Context: an optimization exercise on an open-source flow, tuned for small area. The choices shown serve that exercise and are no tape-out recipe.
The RTL was checked by simulation tests, not by an equivalence proof against the original design.
No activity file was given, so power comes from the tool's default toggle rates.

===== design.v =====
module edge_detector_s
(
  input clock, reset, din,
  output rising_confirma
);
  reg        m;
  reg        c0;
  reg [16:1] ch;
  wire [16:0] c   = {ch, c0};
  wire [16:0] inc = c + 17'd1;
  wire rearm = !din && (c > 17'd1300);
  always @(posedge clock or posedge reset)
    if (reset) begin
      m  <= 1'b0;
      c0 <= 1'b0;
    end else begin
      m  <= m ? !rearm : c0;
      c0 <= !c0 && (m ? !rearm : din);
    end
  always @(posedge clock)
    ch <= m ? inc[16:1] : 16'd0;
  assign rising_confirma = !m && c0;
endmodule
module dspl_drv_NexysA7
(
  input clock, reset,
  input [4:0] code,           
  output reg [2:0] nxt,       
  output reg [7:0] an,
  output reg [7:0] dec_ddp
);
  reg [9:0] ph;
  reg       shown;
  reg [4:0] pend, sel;
  wire adv = (ph == 10'd499);
  always @(posedge clock or posedge reset)
    if (reset) begin
      ph    <= 10'd0;
      nxt   <= 3'd0;
      shown <= 1'b0;
    end else begin
      ph <= (ph == 10'd999) ? 10'd0 : ph + 10'd1;
      if (adv) begin
        nxt   <= nxt + 3'd1;
        shown <= 1'b1;
      end
    end
  always @(posedge clock) begin
    pend <= code;
    if (adv) sel <= pend;
  end
  wire [2:0] cur = nxt - 3'd1;
  always @* begin
    an = 8'hFF;
    if (shown) an[cur] = 1'b0;
    case (sel)
      5'h0 : dec_ddp[7:1] = 7'b0000001;  
      5'h1 : dec_ddp[7:1] = 7'b1001111;  
      5'h2 : dec_ddp[7:1] = 7'b0010010;  
      5'h3 : dec_ddp[7:1] = 7'b0000110;  
      5'h4 : dec_ddp[7:1] = 7'b1001100;  
      5'h5 : dec_ddp[7:1] = 7'b1000111;  
      5'h6 : dec_ddp[7:1] = 7'b0100100;  
      5'h7 : dec_ddp[7:1] = 7'b0110000;  
      5'h8 : dec_ddp[7:1] = 7'b0001111;  
      5'h9 : dec_ddp[7:1] = 7'b1000001;  
      5'hA : dec_ddp[7:1] = 7'b0011000;  
      5'hB : dec_ddp[7:1] = 7'b1100000;  
      5'hC : dec_ddp[7:1] = 7'b0110001;  
      5'hD : dec_ddp[7:1] = 7'b1110001;  
      5'hE : dec_ddp[7:1] = 7'b1000100;  
      5'hF : dec_ddp[7:1] = 7'b0100001;  
      5'h10: dec_ddp[7:1] = 7'b1111111;  
      default: dec_ddp[7:1] = 7'b1111110;  
    endcase
    if (!shown) dec_ddp[7:1] = 7'b0000001;
    dec_ddp[0] = shown;
  end
endmodule
module BullsAndCows (
    input clock,
    input reset,
    input confirma_rising,
    input [15:0] SW,
    input [2:0] nxt,             
    output [15:0] led,
    output reg [4:0] code        
);
localparam [3:0] S1  = 4'd0,   
                 S2  = 4'd1,   
                 G   = 4'd2,   
                 WIN = 4'd3,
                 CK1 = 4'd4,   
                 CK2 = 4'd5,
                 CKG = 4'd6,
                 R0  = 4'd8,   
                 R1  = 4'd9,
                 R2  = 4'd10,
                 R3  = 4'd11,
                 R4  = 4'd12;
assign led = 16'b0;
reg [3:0]  st;
reg        p;         
reg [15:0] sec1, sec2, g;
wire cr = confirma_rising;
wire is_diff = (g[3:0]  != g[7:4])  && (g[3:0]  != g[11:8]) && (g[3:0] != g[15:12]) &&
               (g[7:4]  != g[11:8]) && (g[7:4]  != g[15:12]) &&
               (g[11:8] != g[15:12]);
wire [15:0] sec = p ? sec1 : sec2;
wire [3:0] eq = {g[3:0] == sec[15:12], g[3:0] == sec[11:8],
                 g[3:0] == sec[7:4],   g[3:0] == sec[3:0]};
wire bull = eq[~st[1:0]];
wire cow  = !bull && (eq != 4'd0);
wire inR    = st[3];
wire load   = (st == S1) || (st == S2) || (st == G);
wire allbull = g[0] && g[4] && g[8] && g[12];
always @(posedge clock or posedge reset)
    if (reset) st <= S1;
    else case (st)
        S1:  if (cr) st <= CK1;
        S2:  if (cr) st <= CK2;
        G:   if (cr) st <= CKG;
        CK1: st <= is_diff ? S2 : S1;
        CK2: st <= is_diff ? G  : S2;
        CKG: st <= is_diff ? R0 : G;
        R0:  st <= R1;
        R1:  st <= R2;
        R2:  st <= R3;
        R3:  st <= R4;
        R4:  if (cr) st <= allbull ? WIN : G;
        WIN: if (cr) st <= S1;
        default: st <= S1;
    endcase
always @(posedge clock) begin
    if (st == CK2) p <= 1'b0;
    else if (st == R4 && cr) p <= !p;
    if (st == S1) sec1 <= SW;
    if (st == S2) sec2 <= SW;
    if (load) g <= SW;
    else begin
        g <= {g[11:0], g[15:12]};
        if (inR && !st[2]) g[5:4] <= {cow, bull};
    end
end
wire [3:0] done = {st[2] | (st[1] & st[0]), st[2] | st[1], st[2] | st[1] | st[0], st[2]} & {4{inR}};
wire [3:0] cnt_bits = (nxt == 3'd7) ? {g[12], g[8], g[4], g[0]} : {g[13], g[9], g[5], g[1]};
wire [3:0] cb = cnt_bits & {done[3], done[2], done[1], done[0]};
wire [2:0] count = cb[0] + cb[1] + cb[2] + cb[3];
localparam [4:0] C_J = 5'h5, C_S = 5'h6, C_E = 5'h7, C_T = 5'h8, C_U = 5'h9, C_P = 5'hA,
                 C_B = 5'hB, C_C = 5'hC, C_L = 5'hD, C_Y = 5'hE, C_G = 5'hF,
                 C_SP = 5'h10, C_DASH = 5'h11;
always @* begin
    code = C_SP;
    if (inR) begin
        case (nxt)
            3'd7: code = {2'b00, count};
            3'd5: code = C_B;
            3'd2: code = {2'b00, count};
            3'd0: code = C_C;
            default: code = C_SP;
        endcase
    end else if (st[2]) code = C_DASH;
    else case (st[1:0])
        2'd3:  
            case (nxt)
                3'd7: code = C_B;  3'd6: code = C_U;  3'd5: code = C_L;  3'd4: code = C_L;
                3'd3: code = C_S;  3'd2: code = C_E;  3'd1: code = C_Y;  default: code = C_E;
            endcase
        2'd2:  
            case (nxt)
                3'd7: code = C_J;  3'd6: code = p ? 5'h2 : 5'h1;  3'd5: code = C_SP;  3'd4: code = C_G;
                3'd3: code = C_U;  3'd2: code = C_E;  3'd1: code = C_S;  default: code = C_S;
            endcase
        default:  
            case (nxt)
                3'd7: code = C_J;  3'd6: code = st[0] ? 5'h2 : 5'h1;  3'd5: code = C_SP;  3'd4: code = C_S;
                3'd3: code = C_E;  3'd2: code = C_T;  3'd1: code = C_U;  default: code = C_P;
            endcase
    endcase
end
endmodule
module top_nexys_a7 (
    input clock,
    input reset,
    input confirma,
    input logic[15:0] SW,
    output logic[15:0] LED,
    output logic [7:0] AN,
    output logic [7:0] DIGIT
);
logic confirma_rising;
logic [4:0] code;
logic [2:0] nxt;
dspl_drv_NexysA7 display(
    .clock(clock),
    .reset(reset),
    .code(code),
    .nxt(nxt),
    .an(AN),
    .dec_ddp(DIGIT)
);
BullsAndCows game(
    .clock(clock),
    .reset(reset),
    .confirma_rising(confirma_rising),
    .SW(SW),
    .nxt(nxt),
    .led(LED),
    .code(code)
);
edge_detector_s borda(
    .clock(clock),
    .reset(reset),
    .din(confirma),
    .rising_confirma(confirma_rising)
);
endmodule

===== run.sh =====
#!/bin/bash
# synth_recipe.tcl (not shown) runs the flow's synth.tcl, then flattens the netlist and writes it again
# the make line also repeats each setting of config.mk as NAME=value (left out here)
make -C /OpenROAD-flow-scripts/flow DESIGN_CONFIG=/design/flow/config.mk WORK_HOME=/design/flow/orfs CLKGATE_MAP_FILE= SYNTH_SCRIPT=/design/flow/synth_recipe.tcl finish

===== config.mk =====
export PLATFORM = sky130hd
export DESIGN_NAME = top_nexys_a7
export DESIGN_NICKNAME = top_nexys_a7
export VERILOG_FILES = /design/flow/design.v
export SDC_FILE = /design/flow/constraint.sdc
export NUM_CORES = 4
export LEC_CHECK = 0
export CAP_MARGIN = 20
export CORE_MARGIN = 2
export CORE_UTILIZATION = 40
export SLEW_MARGIN = 20

===== constraint.sdc =====
create_clock -name core_clock -period 10.0 [get_ports {clock}]
set_input_delay 2.0000 -clock core_clock [delete_from_list [all_inputs] [get_ports {clock}]]
set_output_delay 2.0000 -clock core_clock [all_outputs]
set_load 0.01 [all_outputs]

==> run summary <==
## stage by stage
stage	setup WS, ns	instances	power, W
after floorplan	6.56	568	0.00108
after global placement	5.99	740	0.00120
after detailed placement	5.93	740	0.00121
after CTS	5.54	756	0.00158
after global routing	5.36	756	0.00167
final	5.58	756	0.00156
## report_power, final
group          switching [W]  leakage (nW)  total [W]  internal, W
clock               0.000161         0.148   0.000361     0.000199
combinational       0.000264          1.30   0.000527     0.000262
sequential          0.000147         0.960   0.000674     0.000527
## layer usage
| layer | global-route usage | vias up | wire length (µm) |
|---|---|---|---|
| li1 | - | 1963 | - |
| met1 | 0.200 | 1827 | 4870 |
| met2 | 0.253 | 103 | 5240 |
| met3 | 0.0353 | 22 | 496 |
| met4 | 0.0625 | 0 | 281 |
| met5 | 0 | - | 0 |
## path summary, 6_finish.rpt
kind                                       startpoint                        end  slack [ns]  cells past startpoint
max in group asynchronous                       reset  display.shown$_DFFE_PP0P_        7.34                      2
setup reg to reg           display.nxt[0]$_DFFE_PP0P_    display.pend[1]$_DFF_P_        6.66                     11
hold reg to reg               display.pend[4]$_DFF_P_   display.sel[4]$_DFFE_PP_        0.44                      0
min in group asynchronous                       reset    display.ph[4]$_DFF_PP0_        2.13                      2
setup / recovery           display.nxt[0]$_DFFE_PP0P_                      AN[7]        5.58                      7
hold / removal                display.pend[4]$_DFF_P_   display.sel[4]$_DFFE_PP_        0.44                      0
## state kept, by name, indices dropped and copies added, names as in the netlist, named ones only
register and cells:
display.ph 10, borda.c0 1, borda.ch 16, display.shown 1, game.sec2 16, game.st 4
game.sec1 16, game.g 16, display.nxt 3, display.sel 5, game.p 1, display.pend 5
borda.m 1
## layout make-up
cell class	instances	area, µm²	share of cell area
repair buffers	37	363	0.0575
multi-input cells	410	2860	0.453
well taps	180	225	0.0357
inverters	11	41.3	0.00655
clock buffers	10	229	0.0363
clock inverters	6	77.6	0.0123
flip-flops and latches	102	2510	0.398
## worst max-delay path, stage by stage, from the launching register on
cell and delay [ns]:
dfrtp_1 0.50, inv_1 0.17, ha_1 0.24, xnor2_1 0.23, xnor2_1 0.18, and2_1 0.19, nand2_1 0.07, clkdlybuf4s50_1 0.49
## cells by family (layout without fill, tap and decap cells)
logic type	count (synthesis)	count (layout)
buffers and inverters	56	64
AND/OR/NAND/NOR	177	177
AO/OA/AOI/OAI	89	89
other	1	16
adder cells (fa/ha/maj)	24	24
multiplexers	43	43
XOR/XNOR	61	61
flip-flops	102	102
## cell usage in the layout, fill, tap and decap left out, types with 15 or more instances in the layout
cell / instances
dfxtp_1: 45
edfxtp_1: 37
nor2_1: 35
nand2_1: 34
clkdlybuf4s50_1: 34
xnor2_1: 33
xor2_1: 28
o21ai_0: 26
mux2i_1: 25
a21oi_1: 24
ha_1: 23
and2_1: 20
dfrtp_1: 20
nand3_1: 18
conb_1: 16
nor4_1: 15
mux2_2: 15
==> metrics.md <==
| Metric | Value |
|---|---|
| Fraction of registers with async set or reset after synthesis | 0.196 |
| Top-count cell post-synth | dfxtp_1 |
| Final WL | roughly 11000 µm |
| Tcrit/Tclk final | 0.442 |
| Placement Cell Area | 0.00600 mm² |
| HPWL after detailed placement | between 7000 and 8000 µm |
| Cell area after layout | between 0.006 and 0.007 mm² |
| Layout cells sized above 1 | 0.0781 |
| Worst vdd ir | around 0.18 mV |
| Post-synth EDFFs | 37 |
| Synth warn | 3 |
| Antenna Violating Nets Remaining | 0 |
| Syn Area/Cell | 10.1 µm² |
| Final Max Tran Viols | 0 |
| # clock sinks | 102 |
| Hold Slack | ~0.44 ns |
| Synth area leader | edfxtp_1 |
| Initial antenna violation count | 0 |
| # diodes | 0 |
| Skew-Pair Late Insertion Delay | approximately 0.35 ns |
| TritonCTS clock tree | built |
| Die Footprint | approximately 0.015 mm² |
| Clock-pin transition on the worst setup and hold timing paths | ~0.070 ns |
| Largest cells by area after synthesis | edfxtp_1, dfxtp_1, dfrtp_1 |
| Combinational family with the most area after synthesis | simple AND/OR/NAND/NOR gates |
| Critical Path Source Type | register |
| Mux cell area share after synthesis | 0.0826 |
| Clk buf depth | 2 |
| Total CTS buffers | 9 |
| Hold WC Path Type | register to register |
| Simple-gate share of the synthesized area | 0.166 |
| Slew HR | 0.379 |
| Area Overhead vs Synth | 12.5% |
| # IOs | 51 |
| Crit. End Element | output pin |
| Cts hold-fix bufs | 0 |
| Post-Syn Area | about 0.0056 mm² |
| Max-Cap Viols | 0 |
| Setup violators final | 0 |
| Starting Density | 0.407 |
| Main synth FF type | dfxtp_1 |
| Area share of the largest cell type after synthesis | 0.198 |
| Worst path arrival time | around 2.4 ns |
| Core area | 0.0138 mm² |
| PortBufs | 34 |
| GPL Wtd Cong | 0.840 |
| Commonest cells post-synth | dfxtp_1, edfxtp_1, nor2_1 |
| Post-DR vias/cell | ~5.2 |
| Crit-path max FO | 9 |
| Compound-Gate Fraction of Synth Area | 0.0988 |
| First-pass GRT wire length | 18100 µm |
| H-tree Lvls | 3 |
| Register area share after synthesis | 0.448 |
| Worst slew pin tran | 0.930 ns |
| Die height | about 120 µm |
| Die W | ~120 µm |
| Clock root cell | clkbuf_16 |
| Number of fill cells | between 1000 and 1500 |
| Overflow after GRT | 0 |
| Number of core rows | 43 |
| Via count | around 3900 |
| Fmax achieved | around 0.23 GHz |
| Vias in the first global route | ~3700 |
| XOR/XNOR Fraction of Synth Area | 0.0953 |
| Static Leak | between 2 and 2.5 nW |
| Post-synthesis register bit count | 102 |
| Synth Area in Adders | 0.0549 |
| Post-CTS sizing | 0 |
| Post-CTS Setup Bufs | 0 |
| Final Util | 0.458 |
| Max Clock Skew | between 0.006 and 0.007 ns |
| Synth Instances | 553 |
| Gr usage total | 0.155 |
| Setup_tns | 0 ns |
| Total power per unit cell area | 248 mW/mm² |
| DRC violations left | 0 |
| Outcome | complete, no violations |
| Fin. Hold Viols | 0 |
| CP Class | register to output pin |
| Wire length per cell | between 10 and 15 µm |
| Fin crit period | 4.42 ns |
| Required time of the critical path | roughly 8 ns |
| Largest net degree at the start of global routing | 28 |
| DR iter-0 viols | between 150 and 200 |
| 1st-pass router iterations | 5 |
| Number of library cell types mapped by synthesis | 63 |
| RSZ-0062 raised after global routing | false |
| Final nets | between 600 and 700 |

-- port drivers added, routing unchanged --
How much do the figures lean on ideal ports? The routed layout below was timed once more, with nothing changed but the port constraints.
Step 1 assumes that a clkbuf_16 drives the clock port and a buf_2 every other input.
Step 2 moves the port delays by t, midway between the first and last clock arrival at a register: inputs arrive t later, outputs are due t later. That takes back most of the time a late clock gives input paths.
Slacks: ideal / step 1 / step 2; pairs: ideal / step 1.
t, ns: 0.390
setup slack, ns: 5.580 / 5.538 / 5.928
worst setup path after step 2: register to output
cell pins on the clock port's net: 1
After both steps setup and hold are still met in this run. For this run, drivers alone change the setup slack by -0.042 ns; drivers and shift together by +0.348 ns.
